Source: an optimization exercise on an open RTL-to-GDS flow (aim: small area, a short achievable clock period and few clock cycles). Production flows keep margins and buffers that such runs may drop. In this exercise RTL edits were held to simulation tests only and were not proved equivalent to the original. Power and IR drop assume default switching activity.

--- flow/run.sh ---
#!/bin/bash
# synth_recipe.tcl (not shown) runs the flow's synth.tcl, then flattens the netlist and writes it again
# the make line also repeats each setting of config.mk as NAME=value (left out here)
make -C /OpenROAD-flow-scripts/flow DESIGN_CONFIG=/design/flow/config.mk WORK_HOME=/design/flow/orfs CLKGATE_MAP_FILE= SYNTH_SCRIPT=/design/flow/synth_recipe.tcl finish
--- flow/config.mk ---
export PLATFORM = sky130hd
export DESIGN_NAME = IntegracaoModulos
export DESIGN_NICKNAME = IntegracaoModulos
export VERILOG_FILES = /design/flow/design.v
export SDC_FILE = /design/flow/constraint.sdc
export NUM_CORES = 4
export LEC_CHECK = 0
export CAP_MARGIN = 20
export CORE_MARGIN = 2
export CORE_UTILIZATION = 40
export SLEW_MARGIN = 20
--- flow/constraint.sdc ---
create_clock -name core_clock -period 9.0 [get_ports {clock}]
set_input_delay 1.8000 -clock core_clock [delete_from_list [all_inputs] [get_ports {clock}]]
set_output_delay 1.8000 -clock core_clock [all_outputs]
set_load 0.01 [all_outputs]
--- flow/design.v ---
module ULA (
	input  [15:0] A,
	input  [15:0] B,
	input  [7:0]  OP,
	output reg [15:0] RESU,
	output reg O,
	output reg C,
	output reg S,
	output reg Z
);
	reg [16:0] AUX;
	reg signed [17:0] EXATO;  
	always @(*) begin
		RESU = 16'd0;
		C = 1'b0;
		O = 1'b0;
		AUX = 17'd0;
		EXATO = 18'sd0;
		if (OP[7:6] == 2'b01) begin             
			RESU = B;
		end else if (OP[7:6] == 2'b11) begin    
			if (OP[5])
				RESU = B | (A & 16'h00FF);
			else
				RESU = B | (A & 16'hFF00);
		end else if (OP[4:3] == 2'b00) begin    
			case (OP[4:0])
				5'b00000: begin
					AUX = {1'b0, A} + {1'b0, B};
					C = AUX[16];
					EXATO = $signed({{2{A[15]}}, A}) + $signed({{2{B[15]}}, B});
				end
				5'b00001: begin
					AUX = {1'b0, A} + {1'b0, B} + 17'd1;
					C = AUX[16];
					EXATO = $signed({{2{A[15]}}, A}) + $signed({{2{B[15]}}, B}) + 18'sd1;
				end
				5'b00011: begin
					AUX = {1'b0, A} + 17'd1;
					C = AUX[16];
					EXATO = $signed({{2{A[15]}}, A}) + 18'sd1;
				end
				5'b00100: begin
					AUX = {1'b0, A} - {1'b0, B} - 17'd1;
					C = ({1'b0, A} < ({1'b0, B} + 17'd1));
					EXATO = $signed({{2{A[15]}}, A}) - $signed({{2{B[15]}}, B}) - 18'sd1;
				end
				5'b00101: begin
					AUX = {1'b0, A} - {1'b0, B};
					C = (A < B);
					EXATO = $signed({{2{A[15]}}, A}) - $signed({{2{B[15]}}, B});
				end
				5'b00110: begin
					AUX = {1'b0, A} + 17'h0FFFF;
					C = AUX[16];
					EXATO = $signed({{2{A[15]}}, A}) - 18'sd1;
				end
				default: AUX = 17'd0;
			endcase
			RESU = AUX[15:0];
			O = (EXATO > 18'sd32767) || (EXATO < -18'sd32768);
		end else begin                           
			case (OP[4:0])
				5'b01000: begin C = A[15]; RESU = {A[14:0], 1'b0}; end
				5'b01001: begin C = A[0];  RESU = {A[15], A[15:1]}; end
				5'b10011: RESU = B;
				5'b11111: RESU = 16'd1;
				5'b10000: RESU = 16'd0;
				5'b10001: RESU = A & B;
				5'b10010: RESU = (~A) & B;
				5'b10100: RESU = A & (~B);
				5'b10101: RESU = A;
				5'b10110: RESU = A ^ B;
				5'b10111: RESU = A | B;
				5'b11000: RESU = (~A) & (~B);
				5'b11001: RESU = ~(A ^ B);
				5'b11010: RESU = ~A;
				5'b11011: RESU = (~A) | B;
				5'b11100: RESU = ~B;
				5'b11101: RESU = A | (~B);
				5'b11110: RESU = (~A) | (~B);
				default:  RESU = 16'd0;
			endcase
		end
		S = RESU[15];
		Z = (RESU == 16'd0);
	end
endmodule
module Registrador_Flags(
	input clock,
	input reset,
	input habilita,
	input [4:0] controleOperacao,
	input Z, C, S, O,
	output reg [3:0] ZCSO       
);
	always @(posedge clock) begin
		if (reset)
			ZCSO <= 4'b0000;
		else if (habilita) begin
			case (controleOperacao)
				5'b10000: ZCSO[0] <= Z;
				5'b01000, 5'b01001: begin
					ZCSO[0] <= Z; ZCSO[1] <= C; ZCSO[2] <= S;
				end
				5'b00000, 5'b00001, 5'b00011,
				5'b00100, 5'b00101, 5'b00110: begin
					ZCSO <= {O, S, C, Z};
				end
				5'b10001, 5'b10010,
				5'b10100, 5'b10101, 5'b10110, 5'b10111,
				5'b11000, 5'b11001, 5'b11010, 5'b11011,
				5'b11100, 5'b11101, 5'b11110: begin
					ZCSO[0] <= Z; ZCSO[2] <= S;
				end
				default: ;
			endcase
		end
	end
endmodule
module TesteFlagsTemporario(
	input [3:0] RFlag_ZCSO,
	input [3:0] condicao,
	input Ver_Fal,
	output reg saida
);
	always @(*) begin
		case (condicao)
			4'b0100: saida = ~(Ver_Fal ^ RFlag_ZCSO[2]);
			4'b0101: saida = ~(Ver_Fal ^ RFlag_ZCSO[0]);
			4'b0110: saida = ~(Ver_Fal ^ RFlag_ZCSO[1]);
			4'b0111: saida = (~(Ver_Fal ^ RFlag_ZCSO[2])) | (~(Ver_Fal ^ RFlag_ZCSO[0]));
			4'b0000: saida = Ver_Fal;
			4'b0011: saida = ~(Ver_Fal ^ RFlag_ZCSO[3]);
			default: saida = 1'b0;
		endcase
	end
endmodule
module Extensor(
	input [15:0] instrucao,
	output reg [15:0] constanteExtendida
);
	always @(*) begin
		case (instrucao[15:14])
			2'b01: constanteExtendida = {{5{instrucao[10]}}, instrucao[10:0]};      
			2'b11: constanteExtendida = instrucao[10] ? {instrucao[7:0], 8'h00}     
			                                          : {8'h00, instrucao[7:0]};    
			2'b00: constanteExtendida = (instrucao[13:12] == 2'b10)
			                          ? {{4{instrucao[11]}}, instrucao[11:0]}        
			                          : {{8{instrucao[7]}}, instrucao[7:0]};        
			default: constanteExtendida = 16'd0;
		endcase
	end
endmodule
module Banco_Registro (
	input clock,
	input Hab_Escrita,
	input [2:0] Sel_E,
	input [15:0] E,
	input [2:0] Sel_A,
	input [2:0] Sel_B,
	output [15:0] A,
	output [15:0] B
);
	reg [15:0] registro [0:7];
	always @(posedge clock)
		if (Hab_Escrita)
			registro[Sel_E] <= E;
	assign A = registro[Sel_A];
	assign B = registro[Sel_B];
endmodule
module Controle(
	input clock,
	input reset,
	input [15:0] instrucao,        
	input salto,                   
	output reg [1:0] estado,
	output reg halted,
	output controlePC,             
	output carregaIR,              
	output habJump,                
	output [2:0] Sel_A,
	output [7:0] ULA_OP,
	output Controle_Mux_PC,        
	output Controle_Mux1,          
	output [1:0] Controle_Mux2,    
	output BR_Hab_Escrita,
	output MD_Hab_Escrita,
	output atualizaFlag,
	output controlePCcopia,
	output acessoMem               
);
	localparam BUSCA = 2'b00, DECODIFICA = 2'b01, EXECUTA = 2'b10, ESCREVE = 2'b11;
	wire [1:0] formato = instrucao[15:14];
	wire [4:0] op = instrucao[10:6];
	wire eh_store = (formato == 2'b10) && (op == 5'b01011);
	wire eh_load  = (formato == 2'b10) && (op == 5'b01010);
	wire eh_jreg  = (formato == 2'b00) && (instrucao[13:12] == 2'b11);
	wire eh_jal   = eh_jreg && !instrucao[11];
	wire eh_jcond = (formato == 2'b00) && !instrucao[13];
	wire eh_halt  = (instrucao == 16'h2FFF);
	always @(posedge clock) begin
		if (reset) begin
			estado <= BUSCA;
			halted <= 1'b0;
		end else if (!halted) begin
			estado <= estado + 2'b01;
			if (estado == EXECUTA && eh_halt)
				halted <= 1'b1;
		end
	end
	wire ativo = !halted;
	assign controlePC      = ativo && (estado == BUSCA);
	assign carregaIR       = ativo && (estado == BUSCA);
	assign controlePCcopia = ativo && (estado == DECODIFICA);
	assign habJump         = ativo && (estado == EXECUTA) && (formato == 2'b00)
	                         && (eh_jcond ? salto : 1'b1);
	assign MD_Hab_Escrita  = ativo && (estado == EXECUTA) && eh_store;
	assign acessoMem       = ativo && (estado == EXECUTA) && (eh_store || eh_load);
	assign atualizaFlag    = ativo && (estado == EXECUTA) && (formato == 2'b10);
	assign BR_Hab_Escrita  = ativo && (estado == ESCREVE)
	                         && ((formato == 2'b01) || (formato == 2'b11)
	                             || ((formato == 2'b10) && !eh_store) || eh_jal);
	assign Sel_A = (formato == 2'b11) ? instrucao[13:11] : instrucao[5:3];
	assign Controle_Mux_PC = (formato == 2'b00) && !eh_jreg;
	assign Controle_Mux1 = !((formato == 2'b10) || eh_jreg);
	assign Controle_Mux2 = eh_load ? 2'b01 : (eh_jal ? 2'b10 : 2'b00);
	assign ULA_OP = (formato == 2'b00) ? {2'b00, instrucao[10], (eh_jreg ? 5'b10011 : 5'b00000)}
	                                   : {formato, instrucao[10], op};
endmodule
module IntegracaoModulos(
	input clock,
	input reset,
	output [15:0] imem_addr,
	input  [15:0] imem_data,
	output [15:0] dmem_addr,
	output [15:0] dmem_wdata,
	output dmem_we,
	input  [15:0] dmem_rdata,
	output halted
);
	reg [15:0] PC, IR, RA, RB, Saida_ULA_r, MDR, CopiaPC;
	wire [1:0] estado;
	wire controlePC, carregaIR, habJump, Controle_Mux_PC, Controle_Mux1;
	wire BR_Hab_Escrita, MD_Hab_Escrita, atualizaFlag, controlePCcopia, salto, acessoMem;
	wire [1:0] Controle_Mux2;
	wire [2:0] Sel_A;
	wire [7:0] ULA_OP;
	wire [15:0] A, B, constanteExtendida, Saida_ULA, entrada_A, entrada_B;
	reg  [15:0] saida_Mux;
	wire Z, C, S, O;
	wire [3:0] ZCSO;
	Controle Controle(
		.clock(clock), .reset(reset), .instrucao(IR), .salto(salto),
		.estado(estado), .halted(halted), .controlePC(controlePC),
		.carregaIR(carregaIR), .habJump(habJump), .Sel_A(Sel_A), .ULA_OP(ULA_OP),
		.Controle_Mux_PC(Controle_Mux_PC), .Controle_Mux1(Controle_Mux1),
		.Controle_Mux2(Controle_Mux2), .BR_Hab_Escrita(BR_Hab_Escrita),
		.MD_Hab_Escrita(MD_Hab_Escrita), .atualizaFlag(atualizaFlag),
		.controlePCcopia(controlePCcopia), .acessoMem(acessoMem)
	);
	always @(posedge clock) begin
		if (reset)
			PC <= 16'd0;
		else if (controlePC)
			PC <= PC + 16'd1;
		else if (habJump)
			PC <= Saida_ULA;
		if (carregaIR)
			IR <= imem_data;
	end
	assign imem_addr = PC;
	Banco_Registro Banco_Registro(
		.clock(clock), .Hab_Escrita(BR_Hab_Escrita), .Sel_E(IR[13:11]), .E(saida_Mux),
		.Sel_A(Sel_A), .Sel_B(IR[2:0]), .A(A), .B(B)
	);
	Extensor Extensor(.instrucao(IR), .constanteExtendida(constanteExtendida));
	always @(posedge clock) begin
		if (estado == 2'b01) begin
			RA <= A;
			RB <= B;
		end
		if (controlePCcopia)
			CopiaPC <= PC;
	end
	assign entrada_A = Controle_Mux_PC ? PC : RA;
	assign entrada_B = Controle_Mux1 ? constanteExtendida : RB;
	ULA ULA(.A(entrada_A), .B(entrada_B), .OP(ULA_OP), .RESU(Saida_ULA),
	        .O(O), .C(C), .S(S), .Z(Z));
	Registrador_Flags Registrador_Flags(
		.clock(clock), .reset(reset), .habilita(atualizaFlag), .controleOperacao(IR[10:6]),
		.Z(Z), .C(C), .S(S), .O(O), .ZCSO(ZCSO)
	);
	TesteFlagsTemporario TesteFlagsTemporario(
		.RFlag_ZCSO(ZCSO), .condicao(IR[11:8]), .Ver_Fal(IR[12]), .saida(salto)
	);
	always @(posedge clock)
		if (estado == 2'b10) begin
			Saida_ULA_r <= Saida_ULA;
			MDR <= dmem_rdata;
		end
	assign dmem_addr  = acessoMem ? RA : 16'd0;
	assign dmem_wdata = RB;
	assign dmem_we    = MD_Hab_Escrita;
	always @(*) begin
		case (Controle_Mux2)
			2'b01:   saida_Mux = MDR;
			2'b10:   saida_Mux = CopiaPC;
			default: saida_Mux = Saida_ULA_r;
		endcase
	end
endmodule
==> run notes <==
* Pint at between 2000 and 2500 uW
* Final worst slack at approximately 1.9 ns
* Worst setup SP type: register
* Origin of the critical flop-to-flop path: IR[14]
* Critical Path RT at between 9 and 10 ns
* Critical-path cell list: nand3b_1, or2_2, and3_1, inv_1, ha_1, o21bai_1, a2111o_1, a32oi_1, o2111ai_1, o31ai_1, a21oi_1, a2111oi_1, o21ai_1, nand4bb_1, or4_1, o32ai_1
* Worst vdd ir at about 0.00018 V
* Crit Path Max Fanout at 30
* RSZ-0062 raised after global routing: false
* WP data arrival at 7.59 ns
* Syn nets at ~2000
* Setup TNS at 0 ns
* Fin. Hold Viols at 0
* Worst Tran Pin Value at ~1.1 ns
* Layout cells sized above 1 at approximately 13%
* Final nets at 2025
* Non-Filler Instances at roughly 2500
* Worst Hold Class: reg -> reg
* Initial antenna violation count at 1
* Pleak at 0.00709 uW
* Critical path endpoint category: register
* TritonRoute pass-1 iters at 6
* Via count of the first global-routing pass at ~16000
* Fin. max-slew vios at 0
* Slew HR at approximately 25%
* Number of flops mapped to enable cells by yosys at around 220
* PwrDens at between 150 and 200 nW/um^2
* Clock Path Buffers at 3
* Routed Antenna Nets at 0
* First-pass GRT wire length at around 110000 um
* Fill cells at 4348
* Hold_buf cts at 0
* NetSw at ~1600 uW
* Number of post-CTS setup repair buffers at 0
* Gate power share at between 40% and 50%
* Max stage delay on crit path at between 1 and 1.5 ns
* Routed len/inst at between 30 and 40 um
* Post-synthesis sequential area ratio at between 30% and 40%
* Fin crit period at approximately 7.1 ns
* Dominant synthesized flop cell: edfxtp_1
* Clock power share at 25.1%
* Vias at about 17000
* HPWL Detailed at approximately 58000 um
* Setup violations, final at 0
* Post-CTS sizing at 0
* CTS buffer count at 25
* Hold WS at between 0.5 and 0.6 ns
* Drt drc at 0
* CTS tree: yes
* Yosys cell types at 95
* Total global routing overflow at 0
* Sw frac at 40.0%
* Clock latency (worst-skew pair) at between 0.5 and 0.6 ns
* Num rows at about 80
* CP Launch Point: IR[14]
* Fin crit share at around four fifths
* F_max at between 0.1 and 0.15 GHz
* Mean Syn Cell Area at about 9.8 sq um
* Setup CP Type: reg -> reg
* Placer congestion estimate at 1.02
* Hold_sp: Registrador_Flags.ZCSO[0]
* Max-Cap Viols at 0
* GRT Overall Usage at 32.6%
* CTS H-Tree Depth at 1
* Die ar. at ~47000 sq um
* Iteration-0 DRC Markers at around 2200
* Clk slew on worst S/H paths at approximately 0.060 ns
* IO Pins at 84
* Asr flop ratio synth at 0%
* Place WS at approximately 2.2 ns
* Core region area at around 45000 sq um
* Die width at about 220 um
* Cell count after placement at 2488
* Area grow syn2layout at 13.4%
* Status: complete, no violations
* Synth Register Bits at 247
* Clk sink count at roughly 250
* Initial Utilization at between 40% and 50%
* Cell count after synthesis at around 1900
* Number of I/O port buffers at slightly above 80
* Final Core Density at a little under half
* Yosys Warn Count at 7
* Pin count of the biggest net entering global routing at 36
* Vias per cell at 6.62
* N_diodes at 0
* Clock root buffer master: clkbuf_16
* Sequential power share at between 30 and 40%
* Worst-case clock skew at 0.0221 ns
* Critical path's slowest cell: edfxtp_1
* Mapped cell area at ~18000 sq um
* Die Height at about 220 um
* Drt total wl at 78200 um
-- cells in the final DEF, fill, tap and decap left out, types with 59 or more instances in the layout --
cell type | Yosys | final
nor2_1 | 179 | 178
mux4_2 | 64 | 64
o21ai_0 | 81 | 81
ha_1 | 74 | 74
nand3_1 | 62 | 62
edfxtp_1 | 224 | 224
inv_1 | 62 | 62
clkdlybuf4s50_1 | 0 | 83
a21oi_1 | 91 | 91
nand2_1 | 162 | 162
xnor2_1 | 59 | 59
-- path summary, 6_finish.rpt --
kind,end,slack (ns),cells after the start
worst max register to register,Registrador_Flags.ZCSO[0],1.86,16
worst max-delay path,Registrador_Flags.ZCSO[0],1.86,16
worst min-delay path,Registrador_Flags.ZCSO[0],0.52,2
worst min register to register,Registrador_Flags.ZCSO[0],0.52,2
-- sequential cells by signal, indices dropped and copies added (netlist names) --
name and flops:
CopiaPC 16, Controle.estado 2, RB 16, PC 16
Registrador_Flags.ZCSO 4, Banco_Registro.registro 128, Controle.halted 1, IR 16
Saida_ULA_r 16, MDR 16, RA 16
-- synth_stat cells, types with 10 or more instances --
cell       instances  share of area [%]
edfxtp_1         224                 37
nor2_1           179                3.7
nand2_1          162                3.3
a21oi_1           91                2.5
o21ai_0           81                2.2
clkbuf_1          79                1.6
ha_1              74                5.1
mux4_2            64                7.9
inv_1             62                1.3
nand3_1           62                1.7
nor3_1            59                1.6
xnor2_1           59                2.8
o22ai_1           39                1.3
and2_1            36                1.2
a211oi_1          32                1.3
nand4_1           28               0.96
mux2i_1           26                1.4
a31oi_1           23               0.79
dfxtp_1           23                2.5
nand2b_1          23               0.79
nor2b_1           23               0.79
nor4_1            23               0.79
or3_1             23               0.79
buf_2             19               0.52
mux2_2            19                1.2
a2111oi_0         18               0.86
o211ai_1          18               0.74
and3_1            17               0.58
o21a_1            17               0.70
o31ai_1           15               0.62
a32oi_1           13               0.62
buf_1             11               0.23
o221ai_1          11               0.53
xor2_1            11               0.53
a221oi_1          10               0.48
-- power by group through the flow --
stage               clock network [uW]  logic [uW]  registers [uW]
global route                      1090        1800            1400
CTS                               1050        1640            1390
finish                            1040        1690            1390
global placement                     0        1630            1410
detailed placement                   0        1630            1420
floorplan                            0        1120            1380
-- layer usage --
layer	routed length (um)	global-route usage [%]
met1	33000	45.6
met2	34600	50.1
met3	6990	5.45
met4	3570	13.4
met5	0	0
-- critical path, delay by kind of cell (launching register included) --
family                     cells  cell delay (ns)
and+or+nand+nor                5             1.89
AOI/OAI and AO/OA              9             3.23
buffers and inverters          1             0.23
adders and majority gates      1             0.62
DFF                            1             1.05
-- area by class of cell --
type	count	area (sq um)	share of cell area [%]
multi-input combinational	1430	10500	50.5
sequential	247	7190	34.6
timing repair buffer	140	1260	6.06
tap	600	751	3.62
clock buffer	30	676	3.26
inverter	71	267	1.28
clock inverter	16	143	0.687
-- kinds of logic after synthesis --
| group | Yosys count | synth area share [%] |
|---|---|---|
| buffers and inverters | 185 | 4.07 |
| AOI/OAI and AO/OA | 482 | 18.2 |
| muxes | 119 | 11.4 |
| DFF | 247 | 39.3 |
| and+or+nand+nor | 683 | 18.4 |
| xor gates and xnor gates | 70 | 3.35 |
| adders and majority gates | 76 | 5.28 |
-- per-stage QoR --
stage / cell area (sq um) / power [uW]
floorplan: 18300 / 2490
global placement: 19900 / 3050
CTS: 20800 / 4080
detailed placement: 19900 / 3050
global route: 20800 / 4290
finish: 20800 / 4120
Testbench counts, summed over its fixed seeds: cycles 105,356.

-- afterwards: timing with drivers on the ports --
In the flow no input, the clock included, has a driving cell. The finished layout below was timed again as built, in two steps.
Step 1, drivers: a clkbuf_16 drives clock and a buf_2 each remaining input, both assumed.
Step 2 times the ports against the registers' clock, not the clock port: input delays grow and output delays shrink by t, the midpoint of the rising clock arrivals with the driver on.
a / b / c = ideal / step 1 / step 2; a / b = the first two.
t, ns: 0.601
setup WS [ns]: 1.865 / 1.865 / 1.865
worst slew at a driven data input, ns: 0.07
cell pins on the clock port's net: 1
After both steps setup and hold are still met in this run. The setup slack of this run moves by 0.000 ns with the drivers and by 0.000 ns with both steps.
